This design comes from an exercise in tuning for small area on the open sky130 flow, not from production work. Function was checked by simulation only, so behaviour that the tests miss may differ from the original. Power and IR drop assume default switching activity.

File: constraint.sdc
create_clock -name core_clock -period 10.0 [get_ports {clock}]
set_input_delay 2.0000 -clock core_clock [delete_from_list [all_inputs] [get_ports {clock}]]
set_output_delay 2.0000 -clock core_clock [all_outputs]
set_load 0.01 [all_outputs]
File: design.v
module PRBS #(parameter NB = 9, parameter SEED = 9'h1AA)(
	output o_data,
	input i_reset, i_valid, clock, i_enable);
reg [NB-1:0] shift_reg;
always @(posedge clock) begin
	if (i_reset)
		shift_reg <= SEED;
	else if (i_enable && i_valid)
		shift_reg <= {shift_reg[NB-2:0], shift_reg[4] ^ shift_reg[0]};
end
assign o_data = shift_reg[NB-1];
endmodule
module fir_filter (
	input clk, i_enable, i_valid, i_prbs, i_rst,
	output [12:0] o_data
);
reg [6:0] so;
reg pend, b, z;
reg [2:0] k;
reg [2:0] k_next;
wire [9:0] f;
fir_F u_f (.s(so), .k(k), .z(z), .f(f));
always @(*) begin
	case (k)
		3'd0: k_next = 3'd1;
		3'd1: k_next = 3'd3;
		3'd3: k_next = 3'd7;
		3'd7: k_next = 3'd5;
		3'd5: k_next = 3'd2;
		3'd2: k_next = 3'd6;
		3'd6: k_next = 3'd4;
		3'd4: k_next = 3'd0;
	endcase
end
always @(posedge clk) begin
	if (i_rst)
		so <= 7'd0;
	else if (i_enable && pend)
		so <= {so[5:0], b};
end
always @(posedge clk) begin
	if (i_rst) begin
		pend <= 1'b0;
		z <= 1'b1;
		k <= 3'd0;
	end else if (i_enable) begin
		pend <= i_valid;
		z <= 1'b0;
		k <= k_next;
	end
end
always @(posedge clk)
	if (i_enable)
		b <= i_prbs;
assign o_data = {{3{f[9]}}, f};
endmodule
module fir_F (input [6:0] s, input [2:0] k, input z, output [9:0] f);
wire n22, n23, n24, n25, n26, n27, n29, n30, n31, n32;
wire n33, n34, n35, n36, n37, n38, n39, n40, n41, n42;
wire n43, n44, n45, n46, n47, n48, n49, n50, n51, n52;
wire n53, n54, n55, n56, n57, n58, n59, n60, n61, n62;
wire n63, n64, n65, n66, n67, n68, n69, n70, n71, n72;
wire n73, n74, n76, n77, n78, n79, n80, n81, n82, n83;
wire n84, n85, n86, n87, n88, n89, n90, n91, n92, n93;
wire n94, n95, n96, n97, n98, n99, n100, n101, n102, n103;
wire n104, n105, n106, n107, n108, n109, n110, n111, n112, n114;
wire n115, n116, n117, n118, n119, n120, n121, n122, n123, n124;
wire n125, n126, n127, n128, n129, n130, n131, n132, n133, n134;
wire n135, n136, n137, n138, n139, n140, n141, n143, n144, n145;
wire n146, n147, n148, n149, n150, n151, n152, n153, n154, n155;
wire n156, n157, n158, n159, n160, n161, n162, n163, n164, n165;
wire n166, n167, n168, n170, n171, n172, n173, n174, n175, n176;
wire n177, n178, n179, n180, n181, n183, n184, n185, n186, n187;
wire n188, n189, n190, n191, n192, n193, n194, n195, n197, n198;
wire n199, n200, n201, n202, n204, n205, n206, n207, n208;
assign n22 = k[0] & k[1];
assign n23 = ~k[0] & ~k[1];
assign n24 = ~n22 & ~n23;
assign n25 = k[2] & n24;
assign n26 = k[1] & ~k[2];
assign n27 = ~n25 & ~n26;
assign f[0] = ~z & ~n27;
assign n29 = ~s[1] & ~s[4];
assign n30 = s[1] & s[4];
assign n31 = ~n29 & ~n30;
assign n32 = ~k[1] & ~k[2];
assign n33 = s[2] & ~s[3];
assign n34 = ~s[2] & s[3];
assign n35 = ~n33 & ~n34;
assign n36 = ~n32 & ~n35;
assign n37 = k[0] & ~k[2];
assign n38 = ~n25 & ~n37;
assign n39 = n36 & n38;
assign n40 = ~k[0] & ~k[2];
assign n41 = ~n39 & ~n40;
assign n42 = n31 & n41;
assign n43 = ~n26 & ~n39;
assign n44 = ~n31 & ~n43;
assign n45 = ~s[2] & n32;
assign n46 = n38 & ~n45;
assign n47 = ~n44 & n46;
assign n48 = ~n42 & n47;
assign n49 = k[0] & k[2];
assign n50 = ~k[1] & n49;
assign n51 = ~n40 & ~n50;
assign n52 = ~s[4] & n23;
assign n53 = n51 & ~n52;
assign n54 = s[1] & ~n53;
assign n55 = s[1] & n49;
assign n56 = s[4] & k[1];
assign n57 = ~n55 & n56;
assign n58 = ~n54 & ~n57;
assign n59 = n25 & n58;
assign n60 = ~n48 & ~n59;
assign n61 = ~s[0] & k[0];
assign n62 = ~s[5] & ~k[0];
assign n63 = k[2] & ~n62;
assign n64 = ~n61 & n63;
assign n65 = ~s[6] & ~n64;
assign n66 = ~n37 & n65;
assign n67 = s[6] & n64;
assign n68 = s[3] & n37;
assign n69 = k[1] & n68;
assign n70 = ~n67 & ~n69;
assign n71 = ~n66 & n70;
assign n72 = ~n60 & ~n71;
assign n73 = n60 & n71;
assign n74 = ~z & ~n73;
assign f[1] = ~n72 & n74;
assign n76 = ~s[1] & ~n43;
assign n77 = ~s[4] & ~n41;
assign n78 = ~k[1] & n37;
assign n79 = ~n29 & ~n78;
assign n80 = n25 & n30;
assign n81 = n79 & ~n80;
assign n82 = ~n77 & n81;
assign n83 = ~n76 & n82;
assign n84 = s[0] & ~n22;
assign n85 = s[5] & ~n23;
assign n86 = ~n84 & ~n85;
assign n87 = n84 & n85;
assign n88 = k[2] & ~n87;
assign n89 = ~n86 & n88;
assign n90 = n83 & n89;
assign n91 = ~n83 & ~n89;
assign n92 = ~n90 & ~n91;
assign n93 = s[2] & ~n32;
assign n94 = ~s[3] & ~n93;
assign n95 = ~n26 & ~n34;
assign n96 = ~k[0] & ~n95;
assign n97 = s[2] & ~k[0];
assign n98 = ~s[3] & ~n97;
assign n99 = ~n96 & ~n98;
assign n100 = ~n38 & n99;
assign n101 = ~n94 & ~n100;
assign n102 = ~n36 & ~n96;
assign n103 = ~n101 & n102;
assign n104 = ~n39 & ~n103;
assign n105 = n92 & ~n104;
assign n106 = ~n92 & n104;
assign n107 = ~n105 & ~n106;
assign n108 = n60 & ~n67;
assign n109 = ~n65 & ~n108;
assign n110 = ~n107 & ~n109;
assign n111 = n107 & n109;
assign n112 = ~n110 & ~n111;
assign f[2] = ~z & ~n112;
assign n114 = s[0] & ~s[5];
assign n115 = ~n51 & n114;
assign n116 = ~s[0] & ~k[0];
assign n117 = n85 & n116;
assign n118 = ~k[2] & ~n24;
assign n119 = ~n86 & n118;
assign n120 = ~n117 & ~n119;
assign n121 = ~n115 & n120;
assign n122 = n101 & n121;
assign n123 = ~n101 & ~n121;
assign n124 = ~n122 & ~n123;
assign n125 = n79 & ~n118;
assign n126 = ~n25 & n125;
assign n127 = n31 & ~n59;
assign n128 = ~n78 & n127;
assign n129 = ~n126 & ~n128;
assign n130 = ~n124 & ~n129;
assign n131 = n124 & n129;
assign n132 = ~n130 & ~n131;
assign n133 = ~n43 & n47;
assign n134 = ~n90 & ~n133;
assign n135 = n132 & n134;
assign n136 = ~n132 & ~n134;
assign n137 = ~n135 & ~n136;
assign n138 = ~n106 & ~n111;
assign n139 = ~n137 & ~n138;
assign n140 = n137 & n138;
assign n141 = ~z & ~n140;
assign f[3] = ~n139 & n141;
assign n143 = ~n122 & ~n131;
assign n144 = n35 & ~n68;
assign n145 = k[1] & k[2];
assign n146 = s[3] & n145;
assign n147 = ~k[0] & n146;
assign n148 = ~n35 & ~n98;
assign n149 = ~n51 & ~n94;
assign n150 = ~n148 & n149;
assign n151 = ~n147 & ~n150;
assign n152 = k[2] & n151;
assign n153 = ~n144 & ~n152;
assign n154 = ~n30 & ~n126;
assign n155 = ~n86 & n154;
assign n156 = n86 & ~n154;
assign n157 = ~n155 & ~n156;
assign n158 = ~n153 & n157;
assign n159 = n153 & ~n157;
assign n160 = ~n78 & ~n159;
assign n161 = ~n158 & n160;
assign n162 = n143 & ~n161;
assign n163 = ~n143 & n161;
assign n164 = ~n162 & ~n163;
assign n165 = ~n136 & ~n140;
assign n166 = n164 & ~n165;
assign n167 = ~n164 & n165;
assign n168 = ~z & ~n167;
assign f[4] = ~n166 & n168;
assign n170 = n58 & ~n151;
assign n171 = ~n58 & n151;
assign n172 = ~n170 & ~n171;
assign n173 = ~n155 & ~n158;
assign n174 = ~n162 & ~n173;
assign n175 = ~n166 & n174;
assign n176 = n172 & ~n175;
assign n177 = ~n172 & n175;
assign n178 = n153 & ~n154;
assign n179 = n166 & n178;
assign n180 = ~z & ~n179;
assign n181 = ~n177 & n180;
assign f[5] = ~n176 & n181;
assign n183 = n171 & ~n179;
assign n184 = ~n176 & ~n183;
assign n185 = n125 & ~n127;
assign n186 = n93 & ~n145;
assign n187 = n34 & n40;
assign n188 = ~n146 & ~n187;
assign n189 = ~n186 & n188;
assign n190 = n185 & n189;
assign n191 = ~n185 & ~n189;
assign n192 = ~n190 & ~n191;
assign n193 = ~n184 & n192;
assign n194 = n184 & ~n192;
assign n195 = ~z & ~n194;
assign f[6] = ~n193 & n195;
assign n197 = k[2] & ~n35;
assign n198 = ~n179 & ~n190;
assign n199 = ~n193 & n198;
assign n200 = ~n197 & ~n199;
assign n201 = n197 & n199;
assign n202 = ~z & ~n201;
assign f[7] = ~n200 & n202;
assign n204 = ~n35 & ~n199;
assign n205 = n26 & ~n204;
assign n206 = n96 & ~n205;
assign n207 = ~z & ~n206;
assign n208 = ~n148 & ~n200;
assign f[8] = n207 & ~n208;
assign f[9] = ~n98 & n207;
endmodule
module top_tx #(parameter NB_COUNT = 3)(
			input i_reset,
			input [3:0] i_enable,
			input clock,
			output [3:0] o_leds,
			output [12:0] fir_out
			);
reg [NB_COUNT-1:0] count;
wire valid;
wire data_prbs;
assign o_leds = i_enable;
always @(posedge clock) begin
	if (i_reset)
		count <= {NB_COUNT{1'b0}};
	else if (i_enable[0])
		count <= count + 1'b1;
end
assign valid = &count;
PRBS u_prbs (.o_data(data_prbs), .i_reset(i_reset), .i_valid(valid), .clock(clock), .i_enable(i_enable[1]));
fir_filter u_fir (.clk(clock), .i_rst(i_reset), .i_valid(valid), .i_enable(i_enable[2]), .i_prbs(data_prbs), .o_data(fir_out));
endmodule
File: standard.sh
#!/bin/bash
# synth_recipe.tcl (not shown) runs the flow's synth.tcl, then flattens the netlist and writes it again
# the make line also repeats each setting of config.mk as NAME=value (left out here)
make -C /OpenROAD-flow-scripts/flow DESIGN_CONFIG=/design/flow/config.mk WORK_HOME=/design/flow/orfs CLKGATE_MAP_FILE= SYNTH_SCRIPT=/design/flow/synth_recipe.tcl "${@:-finish}"
File: config.mk
export PLATFORM = sky130hd
export DESIGN_NAME = top_tx
export DESIGN_NICKNAME = top_tx
export VERILOG_FILES = /design/flow/design.v
export SDC_FILE = /design/flow/constraint.sdc
export NUM_CORES = 4
export LEC_CHECK = 0
export ABC_AREA = 1
export CAP_MARGIN = 20
export CORE_MARGIN = 2
export CORE_UTILIZATION = 40
export SLEW_MARGIN = 20
File: flow/run.sh
#!/bin/bash
bash standard.sh > standard.log 2>&1
==> results of run 1 <==
==> layer usage <==
metal	track usage [%]	share of wire, %	up-vias
met5	0	0	-
met4	7.265	2.1	0
met3	1.876	2.1	7
met2	26.10	46	28
met1	21.84	50	721
li1	-	-	854
==> worst paths after layout <==
path,slack (ns),endpoint,start,depth (start not counted)
min,0.45,u_fir.b,u_prbs.shift_reg[8],0
max reg2reg,8.45,u_prbs.shift_reg[0],count[0],7
min reg2reg,0.45,u_fir.b,u_prbs.shift_reg[8],0
max,3.13,fir_out[12],u_fir.k[0],28
==> power groups by stage <==
stage / Combinational, mW / Sequential, mW / Clock, mW
global route: 0.0987 / 0.110 / 0.0670
finish: 0.0856 / 0.109 / 0.0585
CTS: 0.0863 / 0.109 / 0.0606
floorplan: 0.0626 / 0.109 / 0
global placement: 0.0857 / 0.111 / 0
detailed placement: 0.0860 / 0.111 / 0
==> cells in the mapped netlist, drive strengths merged <==
cell type and n:
o22ai 1, a21boi 2, o311ai 1, nand3 10, xnor2 1, clkbuf 3
o21bai 2, o221ai 1, nand2 56, or2 2, nor3 4, nand4 1
a31o 1, o31ai 1, ha 13, fa 2, nor2 33, o211ai 2
a21oi 20, edfxtp 1, o21ai 27, and2 1, inv 40, dfxtp 24
o32ai 1, buf 9, and3 1
==> placed cells by master (no fill, tap or decap), drive strengths merged <==
cell type | synthesis | layout
a21boi | 2 | 2
a21oi | 20 | 20
a31o | 1 | 1
and2 | 1 | 1
and3 | 1 | 1
clkbuf | 3 | 4
clkdlybuf4s50 | 0 | 20
dfxtp | 24 | 24
edfxtp | 1 | 1
fa | 2 | 2
ha | 13 | 13
inv | 40 | 40
nand2 | 56 | 56
nand3 | 10 | 10
nand4 | 1 | 1
nor2 | 33 | 33
nor3 | 4 | 4
o211ai | 2 | 2
o21ai | 27 | 27
o21bai | 2 | 2
o221ai | 1 | 1
o22ai | 1 | 1
o311ai | 1 | 1
o31ai | 1 | 1
o32ai | 1 | 1
or2 | 2 | 2
xnor2 | 1 | 1
==> through the flow <==
stage	setup slack, ns	cell area (um2)	hold slack, ns	util (%)
after floorplan	4.261	1768	0.4086	-
after global placement	3.482	1951	0.4137	45.43
after detailed placement	3.442	1951	0.4198	45.43
after CTS	3.122	1996	0.4455	46.47
after global routing	2.503	1996	0.4711	46.47
final	3.134	1996	0.4462	46.47
==> cells by family after synthesis <==
kind of cell	count (synthesis)
flip-flops	25
adder cells (fa/ha/maj)	15
AND/OR/NAND/NOR	108
buffers and inverters	52
AO/OA/AOI/OAI	59
XOR/XNOR	1
==> area by class of cell <==
| class | instances | area [um2] | area share (%) |
|---|---|---|---|
| Timing Repair Buffer | 20 | 200.2 | 10.03 |
| Sequential cell | 25 | 510.5 | 25.58 |
| Clock buffer | 4 | 45.04 | 2.257 |
| Inverter | 40 | 157.7 | 7.900 |
| Tap cell | 52 | 65.06 | 3.260 |
| Multi-Input combinational cell | 183 | 1017 | 50.97 |
==> worst max-delay path: cells and delay by family (launching register included) <==
kind	cells	cell delay (ns)
and+or+nand+nor	18	2.03
buffers and inverters	5	0.88
adders and majority gates	2	0.70
DFF	1	0.55
AOI/OAI and AO/OA	3	0.45
==> out/qor.yml, run 1 <==
placement:
  dp_hpwl_um: 2989
  place_inst: 320
  portBuffers: 20
  globalplace.congestion: 0.9289
power_and_ir_drop:
  power_frac_seq_pct: 43.1
  vdd_drop_max_uv: 83.86
  internal_power_uw: 169.1
  total_power_uw: 253.3
  power_leakage_nw: 0.8887
  power_density_nw_per_um2: 126.9
  clockPowerShare_pct: 23.1
  swShare_pct: 33.25
  p_sw_uw: 84.22
  p_comb_share_pct: 33.8
sta:
  drv_slew: 0
  layout_min_cycle_time_ns: 6.866
  skew_ns: 0.003706
  setup_viol: 0
  clock.fmax_mhz: 145.6
  fin_crit_sh_pct: 68.66
  tns_ns: 0
  tightest_slew_ns: 0.5635
  maxSlewHeadroom_pct: 61.96
  hold_viol: 0
  rsz0062_at_grt: "false"
synth:
  synthMuxAreaShare_pct: 0
  yosys-top-cells-area: "dfxtp_1 27%, nand2_1 10%, ha_1 9.2%"
  synth_top_family_by_area: "simple AND/OR/NAND/NOR gates"
  synthAdderAreaFrac_pct: 11.46
  synth_xor_area_share_pct: 0.4954
  ys_types: 36
  ys_ff_latch: 25
  synth_top_area_share_pct: 27.18
  syn_nets: 281
  ys_seq_area_share_pct: 28.87
  synthSimpleGateAreaFrac_pct: 26.75
  syn_inst: 260
  syn_area_per_cell_um2: 6.800
  synth_area_um2: 1768
  synth_compound_area_share_pct: 18.83
  yosysWarnings: 3
  synth_top_cell_by_area: "dfxtp_1"
layout:
  final-instance-count-excl-fill: 324
  drive_gt1_share_pct: 8.088
  syn2layout_area_growth_pct: 12.88
  antenna_cells: 0
  n_fill_cell: 459
  largest_reg_flops: 9
  final_nets: 294
floorplanning:
  dieArea_um2: 4967
  initial_core_util_pct: 41.17
  die-width_um: 70.48
  pin_count: 23
  dieHeight_um: 70.48
  coreArea_um2: 4294
  rows: 24
cts:
  clockBufferDepth: 2
  htree_levels: 1
  cts_sinks: 25
  cts_tree: "built"
  cts_resized: 0
  cts_root_buf: "clkbuf_8"
  clock_latency_ns: 0.26
  cts_setup_buffers: 0
  cts-buffers-inserted: 3
  cts_hold_buf: 0
  clkTransAtPathRegs_ns: 0.08
grt:
  grt_pass1_wl_um: 6610
  antenna_found_initial: 0
  first_global_vias: 1429
  overflow: 0
  grt_max_degree: 22
  grt_usage_pct: 16.28
worst_setup_path:
  cp_max_fo: 9
  cpPeakStageDelay_ns: 0.58
  crit_path_top_delay_cell: "clkdlybuf4s50_1"
  end_kind: "primary output"
  cp.arrival_ns: 4.87
  critical_path_class: "register to primary output"
  start_kind: "register"
  cpMostUsedCell: "nand2_1"
  required_ns: 8.00
drt:
  drt-vias-per-instance: 4.969
  postRouteWirelength_um: 3745
  drc: 0
  vias: 1610
  routedWlPerCell_um: 11.56
  antenna_left: 0
  dr.pass1.iters: 4
  drt_iter0_drc: 60
flow_run:
  maxCapViolCount: 0
run_status:
  status: "complete, no violations"
min_path:
  hold_class: "register to register"
==> run 2: changes to the inputs <==
==> run.sh (new file) <==
#!/bin/bash
# synth_recipe.tcl (not shown) runs the flow's synth.tcl, then flattens the netlist and writes it again
# the make line also repeats each setting of config.mk as NAME=value (left out here)
make -C /OpenROAD-flow-scripts/flow DESIGN_CONFIG=/design/flow/config.mk WORK_HOME=/design/flow/orfs CLKGATE_MAP_FILE= SYNTH_SCRIPT=/design/flow/synth_recipe.tcl finish
removed: flow/run.sh
removed: standard.sh
==> run 2 against run 1 <==
- routed wire length unchanged
- first-iteration DRC count unchanged
- via count is the same
- clock power about the same
- critical path depth stayed put
- synthesized cell count stayed put
- maximum frequency unchanged
- sequential power barely moved
- count of clock-buffer cells in the layout did not move
- area after synthesis stayed put
- sequential share of layout area unchanged
==> out/qor.yml, run 2 <==
synth:
  synth_top_area_share_pct: 27.18
  syn_inst: 260
  synth_area_um2: 1768
  ys_types: 36
  ys_ff_latch: 25
  syn_area_per_cell_um2: 6.800
  ys.flop_type: "dfxtp_1"
  synth_common_cells: "47 x nand2_1, 36 x inv_1, 33 x nor2_1"
  synth_top_cell_by_area: "dfxtp_1"
  synth_edf_count: 1
  synth_most_common_cell: "nand2_1"
  ys_seq_area_share_pct: 28.87
  yosysWarnings: 3
  syn_nets: 281
  async_flop_share_pct: 0
  yosys-top-cells-area: "dfxtp_1 27%, nand2_1 10%, ha_1 9.2%"
worst_setup_path:
  startpoint: "u_fir.k[0]"
  cp.arrival_ns: 4.87
  cpPeakStageDelay_ns: 0.58
  end_kind: "primary output"
  start_kind: "register"
  crit_path_top_delay_cell: "clkdlybuf4s50_1"
  r2r_start: "count[0]"
  critical_path_class: "register to primary output"
  worst-path-buf-inv: 5
  required_ns: 8.00
  cpMostUsedCell: "nand2_1"
  cp_top_family: "simple AND/OR/NAND/NOR gates"
  cp_max_fo: 9
cts:
  cts_root_buf: "clkbuf_8"
  htree_levels: 1
  cts_tree: "built"
  cts_sinks: 25
  cts_resized: 0
  clock_latency_ns: 0.26
  clockBufferDepth: 2
  clkTransAtPathRegs_ns: 0.08
  cts_setup_buffers: 0
  cts-buffers-inserted: 3
  cts_hold_buf: 0
drt:
  drc: 0
  postRouteWirelength_um: 3745
  drt-vias-per-instance: 4.969
  routedWlPerCell_um: 11.56
  drt_iter0_drc: 60
  dr.pass1.iters: 4
  vias: 1610
  antenna_left: 0
power_and_ir_drop:
  total_power_uw: 253.3
  power_density_nw_per_um2: 126.9
  power_leakage_nw: 0.8887
  vdd_drop_max_uv: 83.86
floorplanning:
  rows: 24
  dieArea_um2: 4967
  coreArea_um2: 4294
  die-width_um: 70.48
  initial_core_util_pct: 41.17
  dieHeight_um: 70.48
  pin_count: 23
grt:
  grt_usage_pct: 16.28
  overflow: 0
  antenna_found_initial: 0
  grt_pass1_wl_um: 6610
  grt_max_degree: 22
  first_global_vias: 1429
sta:
  hold_viol: 0
  layout_min_cycle_time_ns: 6.866
  fin_crit_sh_pct: 68.66
  maxSlewHeadroom_pct: 61.96
  drv_slew: 0
  skew_ns: 0.003706
  setup_viol: 0
  rsz0062_at_grt: "false"
  setup_ws_ns: 3.134
  whs_ns: 0.4462
  clock.fmax_mhz: 145.6
  tns_ns: 0
  tightest_slew_ns: 0.5635
run_status:
  status: "complete, no violations"
placement:
  dp_hpwl_um: 2989
  portBuffers: 20
  dp_slack_ns: 3.442
  globalplace.congestion: 0.9289
layout:
  antenna_cells: 0
  syn2layout_area_growth_pct: 12.88
  mostFrequentLayoutCell: "nand2_1"
  drive_gt1_share_pct: 8.088
  largest_reg_flops: 9
  finalCoreUtilization_pct: 46.47
  mostFrequentLayoutCells: "47 x nand2_1, 36 x inv_1, 33 x nor2_1"
  final_nets: 294
min_path:
  holdCritStartpoint: "u_prbs.shift_reg[8]"
  hold_class: "register to register"
flow_run:
  maxCapViolCount: 0
==> run 2: worst paths after layout <==
path	depth (start not counted)	slack, ns	to
worst max-delay path	28	3.13	fir_out[12]
worst min-delay path	0	0.45	u_fir.b
worst max register to register	7	8.45	u_prbs.shift_reg[0]
worst min register to register	0	0.45	u_fir.b
==> run 2: worst register-to-register path, stage by stage, from the launching register on <==
cell and delay (ns):
dfxtp_1 0.33, ha_1 0.20, ha_1 0.19, nand2_1 0.23, inv_1 0.19, nand2_1 0.13, o21ai_0 0.08, a21oi_1 0.14
==> run 2: final cells by class <==
class / count / area, um2
Multi-Input combinational cell: 183 / 1017
Inverter: 40 / 157.7
Fill cell: 459 / 2298
Sequential cell: 25 / 510.5
Clock buffer: 4 / 45.04
Tap cell: 52 / 65.06
Timing Repair Buffer: 20 / 200.2
==> run 2: metal layers <==
metal  GRT usage (%)  part of all wire [%]  up-vias
met1           21.84                    50      721
met3           1.876                   2.1        7
met5               0                     0        -
li1                -                     -      854
met4           7.265                   2.1        0
met2           26.10                    46       28
==> run 2: per-stage QoR <==
step           std cells  instance area [um2]
2_1_floorplan        260                 1768
3_3_place_gp         320                 1951
3_5_place_dp         320                 1951
4_1_cts              324                 1996
5_1_grt              324                 1996
6_report             324                 1996
==> run 2: where the power goes <==
part | internal, mW | switching, mW
Combinational | 0.0366 | 0.0490
Clock | 0.0285 | 0.0301
Sequential | 0.104 | 0.00514
==> run 2: logic make-up (layout without fill, tap and decap cells) <==
family / Yosys count / after routing / share of synthesized area, %
and+or+nand+nor: 108 / 108 / 26.75
buffers and inverters: 52 / 64 / 13.59
DFF: 25 / 25 / 28.87
AOI/OAI and AO/OA: 59 / 59 / 18.83
adders and majority gates: 15 / 15 / 11.47
xor gates and xnor gates: 1 / 1 / 0.4955
==> run 3: changes to the inputs <==
--- a/config.mk
+++ b/config.mk
@@ -9,4 +9,7 @@
 export CAP_MARGIN = 20
 export CORE_MARGIN = 2
 export CORE_UTILIZATION = 40
+export CTS_BUF_LIST = sky130_fd_sc_hd__clkbuf_4
+export CTS_CLUSTER_DIAMETER = 200
+export CTS_CLUSTER_SIZE = 40
 export SLEW_MARGIN = 20
==> run 3 against run 2 <==
- non-clock buffer count did not move
- area after synthesis unchanged
- via count down 0.19%
- flip-flop and latch count stayed put
- highest routed layer unchanged
==> out/qor.yml, run 3 <==
placement:
  globalplace.congestion: 0.9289
  dp_slack_ns: 3.442
  place_inst: 320
  dp_hpwl_um: 2989
  portBuffers: 20
worst_setup_path:
  cp.arrival_ns: 4.92
  required_ns: 8.00
  cpPeakStageDelay_ns: 0.58
  cp_max_fo: 9
  crit_path_top_delay_cell: "clkdlybuf4s50_1"
  cpMostUsedCell: "nand2_1"
  critical_path_class: "register to primary output"
  end_kind: "primary output"
  reg2regPathDepth: 7
  start_kind: "register"
cts:
  cts_hold_buf: 0
  cts_tree: "built"
  clockBufferDepth: 2
  clkTransAtPathRegs_ns: 0.12
  cts_root_buf: "clkbuf_4"
  cts_setup_buffers: 0
  cts_sinks: 25
  clock_latency_ns: 0.30
  cts_resized: 0
  htree_levels: 1
  cts-buffers-inserted: 3
synth:
  async_flop_share_pct: 0
  ys.flop_type: "dfxtp_1"
  synth_top_area_share_pct: 27.18
  syn_inst: 260
  yosys-top-cells-area: "dfxtp_1 27%, nand2_1 10%, ha_1 9.2%"
  syn_area_per_cell_um2: 6.800
  ys_types: 36
  ys_seq_area_share_pct: 28.87
  syn_nets: 281
  synth_common_cells: "47 x nand2_1, 36 x inv_1, 33 x nor2_1"
  synth_top_cell_by_area: "dfxtp_1"
  synth_most_common_cell: "nand2_1"
  synth_edf_count: 1
  synth_area_um2: 1768
  yosysWarnings: 3
  ys_ff_latch: 25
sta:
  setup_viol: 0
  tightest_slew_ns: 0.5659
  clock.fmax_mhz: 144.5
  skew_ns: 0.002444
  tns_ns: 0
  rsz0062_at_grt: "false"
  fin_crit_sh_pct: 69.22
  layout_min_cycle_time_ns: 6.922
  maxSlewHeadroom_pct: 61.79
  drv_slew: 0
  hold_viol: 0
  setup_ws_ns: 3.078
layout:
  largest_reg_flops: 9
  mostFrequentLayoutCells: "47 x nand2_1, 36 x inv_1, 33 x nor2_1"
  finalCoreUtilization_pct: 46.12
  antenna_cells: 0
  drive_gt1_share_pct: 8.456
  mostFrequentLayoutCell: "nand2_1"
  syn2layout_area_growth_pct: 12.03
  final_nets: 294
  final-instance-count-excl-fill: 324
drt:
  drc: 0
  postRouteWirelength_um: 3730
  vias: 1607
  dr.pass1.iters: 4
  antenna_left: 0
  drt_iter0_drc: 74
  routedWlPerCell_um: 11.51
  drt-vias-per-instance: 4.960
floorplanning:
  dieArea_um2: 4967
  die-width_um: 70.48
  coreArea_um2: 4294
  pin_count: 23
  dieHeight_um: 70.48
  initial_core_util_pct: 41.17
  rows: 24
run_status:
  status: "complete, no violations"
power_and_ir_drop:
  power_leakage_nw: 0.8844
  power_density_nw_per_um2: 121.1
  vdd_drop_max_uv: 81.30
grt:
  first_global_vias: 1443
  grt_max_degree: 22
  grt_usage_pct: 15.92
  overflow: 0
  antenna_found_initial: 0
  grt_pass1_wl_um: 6568
min_path:
  hold_depth: 0
  hold_class: "register to register"
flow_run:
  maxCapViolCount: 0
run 3: layout make-up:
| type | count | area (um2) |
|---|---|---|
| fill | 458 | 2313 |
| multi-input combinational | 183 | 1017 |
| sequential | 25 | 510.5 |
| timing repair buffer | 20 | 200.2 |
| inverter | 40 | 157.7 |
| tap | 52 | 65.06 |
| clock buffer | 4 | 30.03 |
run 3: worst max-delay path, delay by kind of cell, from the launching register on:
family / cells / cell delay, ns
fa+ha+maj: 2 / 0.70
simple gates: 18 / 2.04
flops: 1 / 0.56
compound gates: 3 / 0.45
buf+inv: 5 / 0.88
run 3: cells by family (layout without fill, tap and decap cells):
logic type,Yosys count,after routing,share of synthesized area [%]
flip-flops,25,25,28.87
AND/OR/NAND/NOR,108,108,26.75
buffers and inverters,52,64,13.59
AO/OA/AOI/OAI,59,59,18.83
XOR/XNOR,1,1,0.4955
adder cells (fa/ha/maj),15,15,11.47
run 3: worst paths after layout:
kind / startpoint / to / slack [ns]
setup / recovery: u_fir.k[0] / fir_out[12] / 3.08
hold / removal: u_prbs.shift_reg[8] / u_fir.b / 0.46
setup reg to reg: count[0] / u_prbs.shift_reg[0] / 8.44
hold reg to reg: u_prbs.shift_reg[8] / u_fir.b / 0.46
run 3: routing by layer:
metal	GRT usage, %	up-vias	share of wire [%]
li1	-	858	-
met1	21.66	717	49
met2	26.31	28	47
met3	1.010	4	2.6
met4	5.983	0	1.3
met5	0	-	0
run 3: power by group:
group / internal [mW] / switching [mW] / total, mW
clock network: 0.0182 / 0.0267 / 0.0450
logic: 0.0366 / 0.0490 / 0.0856
registers: 0.104 / 0.00513 / 0.109
total: 0.159 / 0.0809 / 0.240
run 3: per-stage QoR:
step	hold slack, ns	instance area [um2]	total power, mW
finish	0.4556	1981	0.2398
detailed placement	0.4198	1951	0.1973
global route	0.4830	1981	0.2617
CTS	0.4567	1981	0.2440
global placement	0.4137	1951	0.1972
floorplan	0.4086	1768	0.1713
==> run 4: changes to the inputs <==
==> flow/run.sh (new file) <==
#!/bin/bash
# Standard layout, except that the port buffers are the smallest buffer cell.
export BUFFER_PORTS_ARGS="-buffer_cell sky130_fd_sc_hd__buf_1"
bash standard.sh > standard.log 2>&1
==> standard.sh (new file) <==
#!/bin/bash
# synth_recipe.tcl (not shown) runs the flow's synth.tcl, then flattens the netlist and writes it again
# the make line also repeats each setting of config.mk as NAME=value (left out here)
make -C /OpenROAD-flow-scripts/flow DESIGN_CONFIG=/design/flow/config.mk WORK_HOME=/design/flow/orfs CLKGATE_MAP_FILE= SYNTH_SCRIPT=/design/flow/synth_recipe.tcl "${@:-finish}"
--- a/config.mk
+++ b/config.mk
@@ -9,7 +9,4 @@
 export CAP_MARGIN = 20
 export CORE_MARGIN = 2
 export CORE_UTILIZATION = 40
-export CTS_BUF_LIST = sky130_fd_sc_hd__clkbuf_4
-export CTS_CLUSTER_DIAMETER = 200
-export CTS_CLUSTER_SIZE = 40
 export SLEW_MARGIN = 20
removed: run.sh
==> run 4 against run 3 <==
- maximum frequency is 7.7% higher
- power is 1.2% higher
- sequential share of layout area is 1.5 points higher
- utilization is 2.6 points lower
- synthesized cell count stayed put
- sequential power hardly changed
- flip-flop and latch count stayed put
- critical path depth stayed put
- critical path type unchanged
- largest cell class unchanged
==> out/qor.yml, run 4 <==
run_status:
  status: "complete, no violations"
synth:
  synthMuxAreaShare_pct: 0
  syn_nets: 281
  syn_inst: 260
  synth_top_area_share_pct: 27.18
  synthSimpleGateAreaFrac_pct: 26.75
  yosys-top-cells-area: "dfxtp_1 27%, nand2_1 10%, ha_1 9.2%"
  ys_types: 36
  synth_edf_count: 1
  synth_xor_area_share_pct: 0.4954
  ys_seq_area_share_pct: 28.87
  yosysWarnings: 3
  synth_top_family_by_area: "simple AND/OR/NAND/NOR gates"
  async_flop_share_pct: 0
  synth_most_common_cell: "nand2_1"
  synth_compound_area_share_pct: 18.83
  synth_top_cell_by_area: "dfxtp_1"
  ys.flop_type: "dfxtp_1"
  ys_ff_latch: 25
  synth_common_cells: "47 x nand2_1, 36 x inv_1, 33 x nor2_1"
  synth_area_um2: 1768
  syn_area_per_cell_um2: 6.800
  synthAdderAreaFrac_pct: 11.46
floorplanning:
  dieHeight_um: 70.48
  dieArea_um2: 4967
  coreArea_um2: 4294
  die-width_um: 70.48
  initial_core_util_pct: 41.17
  pin_count: 23
  rows: 24
sta:
  hold_viol: 0
  maxSlewHeadroom_pct: 60.50
  rsz0062_at_grt: "false"
  layout_min_cycle_time_ns: 6.428
  setup_viol: 0
  tightest_slew_ns: 0.5850
  setup_ws_ns: 3.572
  drv_slew: 0
  clock.fmax_mhz: 155.6
  tns_ns: 0
  skew_ns: 0.003316
  fin_crit_sh_pct: 64.28
  whs_ns: 0.4348
power_and_ir_drop:
  clockPowerShare_pct: 24.3
  internal_power_uw: 159.2
  swShare_pct: 34.40
  power_density_nw_per_um2: 129.8
  power_leakage_nw: 0.8395
  vdd_drop_max_uv: 105.1
  p_sw_uw: 83.50
  power_frac_seq_pct: 45.0
  p_comb_share_pct: 30.7
cts:
  cts_resized: 0
  clock_latency_ns: 0.26
  htree_levels: 1
  clkTransAtPathRegs_ns: 0.08
  cts_setup_buffers: 0
  clockBufferDepth: 2
  cts_sinks: 25
  cts_root_buf: "clkbuf_8"
  cts-buffers-inserted: 3
  cts_tree: "built"
  cts_hold_buf: 0
layout:
  largest_reg_flops: 9
  drive_gt1_share_pct: 8.088
  mostFrequentLayoutCell: "nand2_1"
  mostFrequentLayoutCells: "47 x nand2_1, 36 x inv_1, 33 x nor2_1"
  n_fill_cell: 460
  antenna_cells: 0
  final_nets: 294
  final_area_um2: 1871
  syn2layout_area_growth_pct: 5.803
flow_run:
  maxCapViolCount: 0
placement:
  placed_area_um2: 1826
  portBuffers: 20
  dp_slack_ns: 3.865
  dp_hpwl_um: 2948
  globalplace.congestion: 0.8954
worst_setup_path:
  cpPeakStageDelay_ns: 0.54
  cp.arrival_ns: 4.43
  critical_path_class: "register to primary output"
  required_ns: 8.00
  crit_path_top_delay_cell: "dfxtp_1"
  cpMostUsedCell: "nand2_1"
  cp_max_fo: 9
  ff2ff_setup_slack_ns: 8.47
  end_kind: "primary output"
  start_kind: "register"
grt:
  grt_max_degree: 22
  grt_pass1_wl_um: 6644
  overflow: 0
  grt_usage_pct: 16.15
  antenna_found_initial: 0
  first_global_vias: 1479
drt:
  dr.pass1.iters: 5
  vias: 1601
  drt-vias-per-instance: 4.941
  postRouteWirelength_um: 3672
  antenna_left: 0
  drt_iter0_drc: 76
  routedWlPerCell_um: 11.33
  drc: 0
min_path:
  hold_class: "register to register"
-- run 4: final cells by class --
type                            count  area, um2  area share (%)
Multi-Input combinational cell    183       1017           54.38
Sequential cell                    25      510.5           27.29
Inverter                           40      157.7           8.428
Timing Repair Buffer               20      75.07           4.013
Tap cell                           52      65.06           3.478
Clock buffer                        4      45.04           2.408
-- run 4: power groups by stage --
stage                     logic [mW]  clock network (mW)  registers (mW)
after floorplan               0.0626                   0           0.109
after CTS                     0.0756              0.0608           0.109
after detailed placement      0.0752                   0           0.111
final                         0.0746              0.0590           0.109
after global placement        0.0750                   0           0.111
after global routing          0.0879              0.0646           0.110
-- run 4: kinds of logic after synthesis --
family | count (synthesis)
flops | 25
xor+xnor | 1
simple gates | 108
fa+ha+maj | 15
buf+inv | 52
compound gates | 59
-- run 4: per-layer routing --
layer  up-vias  wire (um)  share of wire [%]  global-route usage, %
li1        862          -                  -                      -
met1       694       1772                 48                  22.02
met2        39       1720                 47                  26.62
met3         6        116                3.2                  1.299
met4         0         63                1.7                  5.769
met5         -          0                  0                      0
-- run 4: through the flow --
step	power (mW)	util, %	instances
finish	0.2427	43.56	324
global route	0.2623	43.56	324
CTS	0.2454	43.56	324
detailed placement	0.1866	42.51	320
global placement	0.1865	42.51	320
floorplan	0.1713	-	260
-- run 4: path summary, 6_finish.rpt --
kind	start	cells after the start	endpoint
worst max-delay path	u_fir.k[0]	28	fir_out[9]
worst min-delay path	u_prbs.shift_reg[8]	0	u_fir.b
worst max register to register	count[0]	7	u_prbs.shift_reg[0]
worst min register to register	u_prbs.shift_reg[8]	0	u_fir.b
-- run 4: worst max-delay path: cells and delay by family, from the launching register on --
family	cells	cell delay (ns)
buf+inv	5	0.48
simple gates	18	2.01
flops	1	0.54
compound gates	3	0.42
fa+ha+maj	2	0.71
==> run 5: changes to the inputs <==
==> flow/run.sh (replaced) <==
#!/bin/bash
# Own layout flow: the standard layout (standard.sh), with three changes:
#  - Yosys's ABC step maps the combinational logic with an area-oriented script
#    (flow/abc_area_map.script: amap instead of delay-oriented map plus buffering/upsizing),
#  - no full/half-adder cell extraction before ABC (ADDER_MAP_FILE empty),
#  - port buffers are the smallest buffer cell (buf_1).
# Registers, their names and cell types are those of the standard synthesis.
set -euo pipefail
W=$(pwd)
{
  echo "proc abc {args} { set i [lsearch \$args -script]; if {\$i >= 0} { lset args [expr {\$i+1}] $W/flow/abc_area_map.script }; yosys abc {*}\$args }"
  cat synth_recipe.tcl
} > flow_synth.tcl
sed -e "s#SYNTH_SCRIPT=[^ ]*#SYNTH_SCRIPT=$W/flow_synth.tcl ADDER_MAP_FILE=#" standard.sh > flow_standard.sh
grep -q "flow_synth.tcl ADDER_MAP_FILE=" flow_standard.sh
export BUFFER_PORTS_ARGS="-buffer_cell sky130_fd_sc_hd__buf_1"
bash flow_standard.sh > flow_standard.log 2>&1
==> flow/abc_area_map.script (new file) <==
strash
dch
amap
strash
dch
amap
==> run 5 against run 4 <==
- via count down 3.6%
- sequential power down 4%
- area after synthesis is 14% lower
- routed wire length decreased by 5.3%
- final cell count decreased by 13%
- flip-flop and latch count unchanged
- maximum frequency down 9.8%
- first-iteration DRC count is 46% higher
- register-to-register slack hardly changed
- clock power about the same
- utilization rose by 1.3 points
- cell area shrank 12%
- largest cell class unchanged
==> out/qor.yml, run 5 <==
min_path:
  holdCritStartpoint: "u_prbs.shift_reg[8]"
  hold_class: "register to register"
  hold_end: "u_fir.b"
  hold_depth: 0
layout:
  final_area_um2: 1643
  mostFrequentLayoutCell: "nor2_1"
  finalCoreUtilization_pct: 44.87
  mostFrequentLayoutCells: "56 x nor2_1, 24 x dfxtp_1, 23 x clkinv_1"
  drive_gt1_share_pct: 1.288
  syn2layout_area_growth_pct: 8.423
  final_nets: 240
  antenna_cells: 0
  largest_reg_flops: 9
placement:
  dp_hpwl_um: 2655
  globalplace.congestion: 0.8697
  portBuffers: 20
  placed_area_um2: 1598
synth:
  synth_edf_count: 1
  async_flop_share_pct: 0
  ys.flop_type: "dfxtp_1"
  yosysWarnings: 3
  syn_inst: 216
  synth_most_common_cell: "nor2_1"
  synth_top_cell_by_area: "dfxtp_1"
  yosys-top-cells-area: "dfxtp_1 32%, nor2_1 14%, clkinv_1 5.7%"
  ys_types: 34
  syn_area_per_cell_um2: 7.015
  ys_seq_area_share_pct: 33.69
  synth_area_um2: 1515
  syn_nets: 222
  synth_common_cells: "56 x nor2_1, 24 x dfxtp_1, 23 x clkinv_1"
  synth_top_area_share_pct: 31.71
  ys_ff_latch: 25
worst_setup_path:
  required_ns: 8.00
  worst-path-buf-inv: 4
  cp_top_family: "simple AND/OR/NAND/NOR gates"
  reg2regPathDepth: 4
  end_kind: "primary output"
  start_kind: "register"
  ff2ff_setup_slack_ns: 8.47
  r2r_start: "count[2]"
  cpPeakStageDelay_ns: 0.47
  cpMostUsedCell: "nor2_1"
  cp.arrival_ns: 5.12
  crit_path_top_delay_cell: "dfxtp_1"
  worstReg2RegEnd: "u_prbs.shift_reg[7]"
  critical_path_class: "register to primary output"
  cp_max_fo: 7
power_and_ir_drop:
  power_leakage_nw: 0.5573
  power_density_nw_per_um2: 114.1
  total_power_uw: 187.4
  vdd_drop_max_uv: 92.26
grt:
  grt_max_degree: 25
  grt_pass1_wl_um: 5844
  overflow: 0
  top_usage_layer: "met2"
  grtUsageMet1_pct: 24.84
  grt_usage_pct: 17.30
  grt_use_met3_pct: 3.767
  antenna_found_initial: 0
  grtUsageMet2_pct: 25.89
  first_global_vias: 1307
drt:
  postRouteWirelength_um: 3478
  vias: 1543
  dr.pass1.iters: 4
  drt_iter0_drc: 111
  routedWlPerCell_um: 12.38
  antenna_left: 0
  drc: 0
  drt-vias-per-instance: 5.491
run_status:
  status: "complete, no violations"
cts:
  clockBufferDepth: 2
  cts-buffers-inserted: 3
  cts_sinks: 25
  clock_latency_ns: 0.27
  cts_setup_buffers: 0
  cts_resized: 0
  cts_root_buf: "clkbuf_8"
  cts_tree: "built"
  clkTransAtPathRegs_ns: 0.08
  cts_hold_buf: 0
  htree_levels: 1
flow_run:
  maxCapViolCount: 0
floorplanning:
  pin_count: 23
  rows: 22
  dieArea_um2: 4296
  die-width_um: 65.55
  initial_core_util_pct: 41.39
  coreArea_um2: 3661
  dieHeight_um: 65.55
sta:
  tns_ns: 0
  layout_min_cycle_time_ns: 7.124
  maxSlewHeadroom_pct: 32.98
  setup_viol: 0
  fin_crit_sh_pct: 71.24
  drv_slew: 0
  rsz0062_at_grt: "false"
  whs_ns: 0.4502
  skew_ns: 0.003500
  hold_viol: 0
  tightest_slew_ns: 1.005
  clock.fmax_mhz: 140.4
==> run 5: layer usage <==
layer  routed length [um]  vias up
met4                   37        0
met2                 1416       57
met1                 1788      668
met3                  235        9
met5                    0        -
li1                     -      809
==> run 5: kinds of logic after synthesis <==
logic type	count (synthesis)	synth area share (%)
AO/OA/AOI/OAI	73	33.20
buffers and inverters	30	9.166
flip-flops	25	33.69
AND/OR/NAND/NOR	88	23.95
==> run 5: worst max path at each step <==
stage	startpoint	to	slack, ns	cells after the start
6_report	u_fir.k[0]	fir_out[12]	2.88	27
5_1_grt	u_fir.k[0]	fir_out[9]	2.24	27
3_5_place_dp	u_fir.k[0]	fir_out[12]	3.29	27
2_1_floorplan	u_fir.k[0]	fir_out[10]	3.86	27
3_3_place_gp	u_fir.k[0]	fir_out[10]	3.35	27
4_1_cts	u_fir.k[0]	fir_out[12]	2.97	27
==> run 5: worst register-to-register path: cells and delay by family (launching register included) <==
| family | cells | cell delay, ns |
|---|---|---|
| and+or+nand+nor | 2 | 0.48 |
| AOI/OAI and AO/OA | 1 | 0.37 |
| DFF | 1 | 0.32 |
| buffers and inverters | 1 | 0.26 |
==> run 5: report_power, final <==
group          switching, mW  internal, mW  total (mW)
Sequential           0.00308         0.102       0.105
Clock                 0.0304        0.0285      0.0589
Combinational         0.0163       0.00727      0.0236
==> run 5: per-stage QoR <==
stage,cells,setup WS (ns)
2_1_floorplan,216,3.858
4_1_cts,281,2.973
6_report,281,2.876
3_3_place_gp,277,3.348
5_1_grt,281,2.239
3_5_place_dp,277,3.293
==> run 5: final cells by class <==
type                    instances  area [um2]
clock buffers                   4       45.04
fillers                       399        2018
inverters                      23       86.33
multi-input cells             161       865.8
flip-flops and latches         25       510.5
well taps                      48       60.06
repair buffers                 20       75.07

==> port drivers added, routing unchanged <==
The results above use ideal ports. As a check the final layouts listed here were re-extracted and re-timed, cells and wires unchanged.
Step 1: set_driving_cell puts a clkbuf_16 on clock and a buf_2 on each other input, an assumption about the parent block.
Step 2, shift: input delay + t, output delay - t, t = (earliest + latest rising clock arrival at the registers) / 2. This alone moves slack from input paths to output paths.
a / b / c = ideal / step 1 / step 2; a / b = the first two.
run	shift t [ns]	slack for setup (ns)	worst hold slack (ns)	latest minus earliest clock arrival (ns)	worst register clock-pin slew, ns
run 1	0.287	3.134 / 3.109 / 3.396	0.446 / 0.446 / 0.446	0.004 / 0.004	0.08 / 0.08
run 2	0.287	3.134 / 3.109 / 3.396	0.446 / 0.446 / 0.446	0.004 / 0.004	0.08 / 0.08
run 3	0.322	3.078 / 3.056 / 3.378	0.456 / 0.456 / 0.456	0.003 / 0.003	0.12 / 0.12
run 4	0.286	3.572 / 3.548 / 3.834	0.435 / 0.435 / 0.435	0.004 / 0.004	0.08 / 0.08
run 5	0.289	2.876 / 2.852 / 3.141	0.450 / 0.450 / 0.450	0.004 / 0.004	0.08 / 0.08
After both steps setup and hold are still met in every run listed.
